Context: an optimization exercise on an open-source flow, tuned for small area. The choices shown serve that exercise and are no tape-out recipe.
Where RTL was checked, it was by simulation tests only, not by an equivalence proof against the original.
Power is estimated from default activity; no workload was simulated.

==> flow/design.v <==
module alu (
	input			i_clk,
	input			i_rst_n,
	input			i_valid,
	input	signed	[7:0]	i_data_a,
	input	signed	[7:0]	i_data_b,
	input		[2:0]	i_inst,
	output			o_valid,
	output		[7:0]	o_data
);
reg		o_valid_r;
reg	[7:0]	o_data_r;
reg	[7:0]	res;
assign o_valid = o_valid_r;
assign o_data  = o_data_r;
wire [7:0] a = i_data_a;
wire [7:0] b = i_data_b;
wire       sub = i_inst[0];
wire [8:0] s   = {a[7], a} + ({b[7], b} ^ {9{sub}}) + sub;
wire [7:0] as_res = (s[8] ^ s[7]) ? {s[8], {7{~s[8]}}} : s[7:0];
wire [7:0] min_res = s[8] ? a : b;
wire signed [15:0] prod = $signed(a) * $signed(b);
wire [15:0] pr = prod + 16'd15 + {15'd0, ~(a[7] ^ b[7])};
wire       movf = !((pr[15:12] == 4'b0000) || (pr[15:12] == 4'b1111));
wire [7:0] mul_res = movf ? {pr[15], {7{~pr[15]}}} : pr[12:5];
wire       sg_hi  = ~a[7] & a[6];
wire       sg_mid = ~(a[7] ^ a[6]);
wire [7:0] sig_res = {2'b00, sg_hi, sg_mid & ~a[6], a[5:2] & {4{sg_mid}}};
wire [15:0] rr = {a, a} >> b[2:0];
wire [7:0] ror_res = rr[7:0];
always @(*) begin
	case (i_inst)
		3'd0, 3'd1: res = as_res;
		3'd2: res = mul_res;
		3'd3: res = ~(a & b);
		3'd4: res = ~(a ^ b);
		3'd5: res = sig_res;
		3'd6: res = ror_res;
		default: res = min_res;
	endcase
end
always @(posedge i_clk or negedge i_rst_n) begin
	if (!i_rst_n)
		o_valid_r <= 1'b0;
	else
		o_valid_r <= i_valid;
end
always @(posedge i_clk)
	o_data_r <= res;
endmodule
Settings: LEC_CHECK=0, ABC_AREA=1, CAP_MARGIN=20, CORE_MARGIN=2, CORE_UTILIZATION=55, SLEW_MARGIN=20; clock period 7.0 ns.
run.sh (not shown) runs the stock make flow with config.mk's settings and CLKGATE_MAP_FILE= SYNTH_SCRIPT=/design/flow/synth_recipe.tcl, a recipe that flattens the netlist after the stock synthesis.
Then changed:
--- a/flow/design.v
+++ b/flow/design.v
@@ -17,11 +17,11 @@
 wire [7:0] b = i_data_b;
 wire       sub = i_inst[0];
 wire [8:0] s   = {a[7], a} + ({b[7], b} ^ {9{sub}}) + sub;
 wire [7:0] as_res = (s[8] ^ s[7]) ? {s[8], {7{~s[8]}}} : s[7:0];
 wire [7:0] min_res = s[8] ? a : b;
-wire signed [15:0] prod = $signed(a) * $signed(b);
+wire signed [15:0] prod = i_data_a * i_data_b;
 wire [15:0] pr = prod + 16'd15 + {15'd0, ~(a[7] ^ b[7])};
 wire       movf = !((pr[15:12] == 4'b0000) || (pr[15:12] == 4'b1111));
 wire [7:0] mul_res = movf ? {pr[15], {7{~pr[15]}}} : pr[12:5];
 wire       sg_hi  = ~a[7] & a[6];
 wire       sg_mid = ~(a[7] ^ a[6]);
What happened: Total power stays the same. Hold slack is unchanged. Count of clock-buffer cells in the layout stays the same. Cell count does not change. Core utilization stays the same. Global-route usage is unchanged.
No functional check of the RTL was part of the first run of this note.

--- another note on this design; it stands on its own ---

Setup of v38:
==> flow/design.v (excerpt) <==
module alu (
	input			i_clk,
	input			i_rst_n,
	input			i_valid,
	input	signed	[7:0]	i_data_a,
	input	signed	[7:0]	i_data_b,
	input		[2:0]	i_inst,
	output			o_valid,
	output		[7:0]	o_data
);
clock: 7.0 ns
lec_check: 0
cap_margin: 20
core_margin: 2
core_utilization: 40
gpl_timing_driven: 0
place_density: 0.75
slew_margin: 20
standard.sh (not shown) runs the stock make flow with config.mk's settings and CLKGATE_MAP_FILE= SYNTH_SCRIPT=/design/flow/synth_recipe.tcl, a recipe that flattens the netlist after the stock synthesis.
==> flow/flow/run.sh <==
#!/bin/bash
set -euo pipefail
W=$PWD
export FLOW_WORK=$W
export FLOW_ABC_SCRIPTS="$W/flow/abc/a1.abc $W/flow/abc/a2.abc $W/flow/abc/a3.abc $W/flow/abc/a4.abc $W/flow/abc/a5.abc"
LIB=$FLOW_HOME/platforms/sky130hd/lib/sky130_fd_sc_hd__tt_025C_1v80.lib

# impl.v must do what design.v does: prove it before laying it out
cat > equiv.ys <<EOY
read_liberty -ignore_miss_func $LIB
read_verilog -sv $W/design.v
rename alu gold
read_verilog -sv $W/flow/impl.v
proc; flatten; opt_clean
rename alu gate
miter -equiv -flatten -make_assert gold gate miter
hierarchy -top miter
flatten; async2sync; opt -fast
sat -verify -prove-asserts -set-init-zero -seq 2 -show-inputs miter
EOY
yosys -l equiv.log -q -s equiv.ys > /dev/null

MK=(make -C "$FLOW_HOME" DESIGN_CONFIG="$W/config.mk" WORK_HOME="$W/orfs"
    CLKGATE_MAP_FILE= SYNTH_SCRIPT="$W/flow/synth.tcl"
    VERILOG_FILES="$W/flow/impl.v" ADDER_MAP_FILE=
    "BUFFER_PORTS_ARGS=-buffer_cell sky130_fd_sc_hd__buf_1"
    "CTS_ARGS=-sink_clustering_enable -repair_clock_nets -dont_use_dummy_load -buf_list sky130_fd_sc_hd__clkbuf_2 -root_buf sky130_fd_sc_hd__clkbuf_4")
if ! "${MK[@]}" synth > make_synth.log 2>&1; then
  # an ABC script can abort on some inputs: retry with the scripts that do not use &deepsyn
  rm -rf "$W/orfs/results" "$W/orfs/logs" "$W/orfs/reports" "$W/orfs/objects"
  export FLOW_ABC_SCRIPTS="$W/flow/abc/a2.abc $W/flow/abc/a3.abc"
  "${MK[@]}" synth > make_synth_retry.log 2>&1
fi
"${MK[@]}" finish > make_finish.log 2>&1
R=$W/orfs/results/sky130hd/alu/base
: # left out here: write the final layout as DEF
Other scripts of this flow, unchanged in this note and not shown: flow/flow/abc/a1.abc, flow/flow/abc/a2.abc, flow/flow/abc/a3.abc, flow/flow/abc/a4.abc, flow/flow/abc/a5.abc, flow/flow/impl.v, flow/flow/synth.tcl
v38 finished end to end and its layout was clean on timing, DRC and antenna.
diff inputs: v38 => v21
Settings: CTS_BUF_LIST: unset -> sky130_fd_sc_hd__clkbuf_2; PLACE_DENSITY: 0.75 -> unset.
==> comparison <==
Combined buffer and inverter count along the critical path delta for v21 relative to v38: 1 lower. [compare] base=v38 new=v21: non-clock buffer instance count of the final layout decreased by 9.1% relative to the old numbers, post-layout net count shows a reduction of 0.71%, number of buffers on the longest clock path has remained practically unchanged, met2 track demand over resource in global routing rose 1.6 points, met3 track demand over resource in global routing moved up. Lower global-route wire length before repair among v21 and v38: v21. Taking v38 as the reference point, the combinational share of power of v21 falls by 1.6 points.
diff inputs: v21 => v6
Settings: CORE_UTILIZATION changed from 40 to 30; CTS_BUF_LIST removed (was sky130_fd_sc_hd__clkbuf_2).
### Flow results
Summary of v6 over v21: clock network fraction of design power now sits lower; final setup slack of the worst path increased 0.060 ns; number of rows in the core area increased 5; overall die area increased by about 30% relative to the old numbers; wire length moved up. v6 reached the final stage; the timing, design-rule and antenna checks on its layout passed.

## separate check: timing with driven ports
The flow's constraints put no driver on any port. The routed layouts listed below were extracted and timed again, unchanged, in two steps.
Step 1 assumes that a clkbuf_16 drives the clock port and a buf_2 every other input.
Step 2 also shifts input and output timing later by t, the mid clock arrival at the registers, as if the neighbouring blocks saw the same clock.
Slacks: no drivers / after step 1 / after step 2; pairs: no drivers / after step 1.
run | shift t [ns] | setup WS [ns] | hold WS [ns]
the first run of note 1 | 0.257 | 0.639 / 0.642 / 0.385 | 1.318 / 1.317 / 1.574
the second run of note 1 | 0.257 | 0.639 / 0.642 / 0.385 | 1.318 / 1.317 / 1.574
v38 | 0.275 | 0.152 / 0.147 / -0.128 | 0.889 / 0.893 / 1.168
v21 | 0.280 | 0.306 / 0.301 / 0.020 | 0.884 / 0.888 / 1.169
v6 | 0.269 | 0.366 / 0.355 / 0.086 | 0.894 / 0.900 / 1.169
Met with ideal ports but missed after step 2: setup timing in v38. The setup slack of v21, which loses most, moves by -0.005 ns with the drivers and by -0.286 ns with both steps.
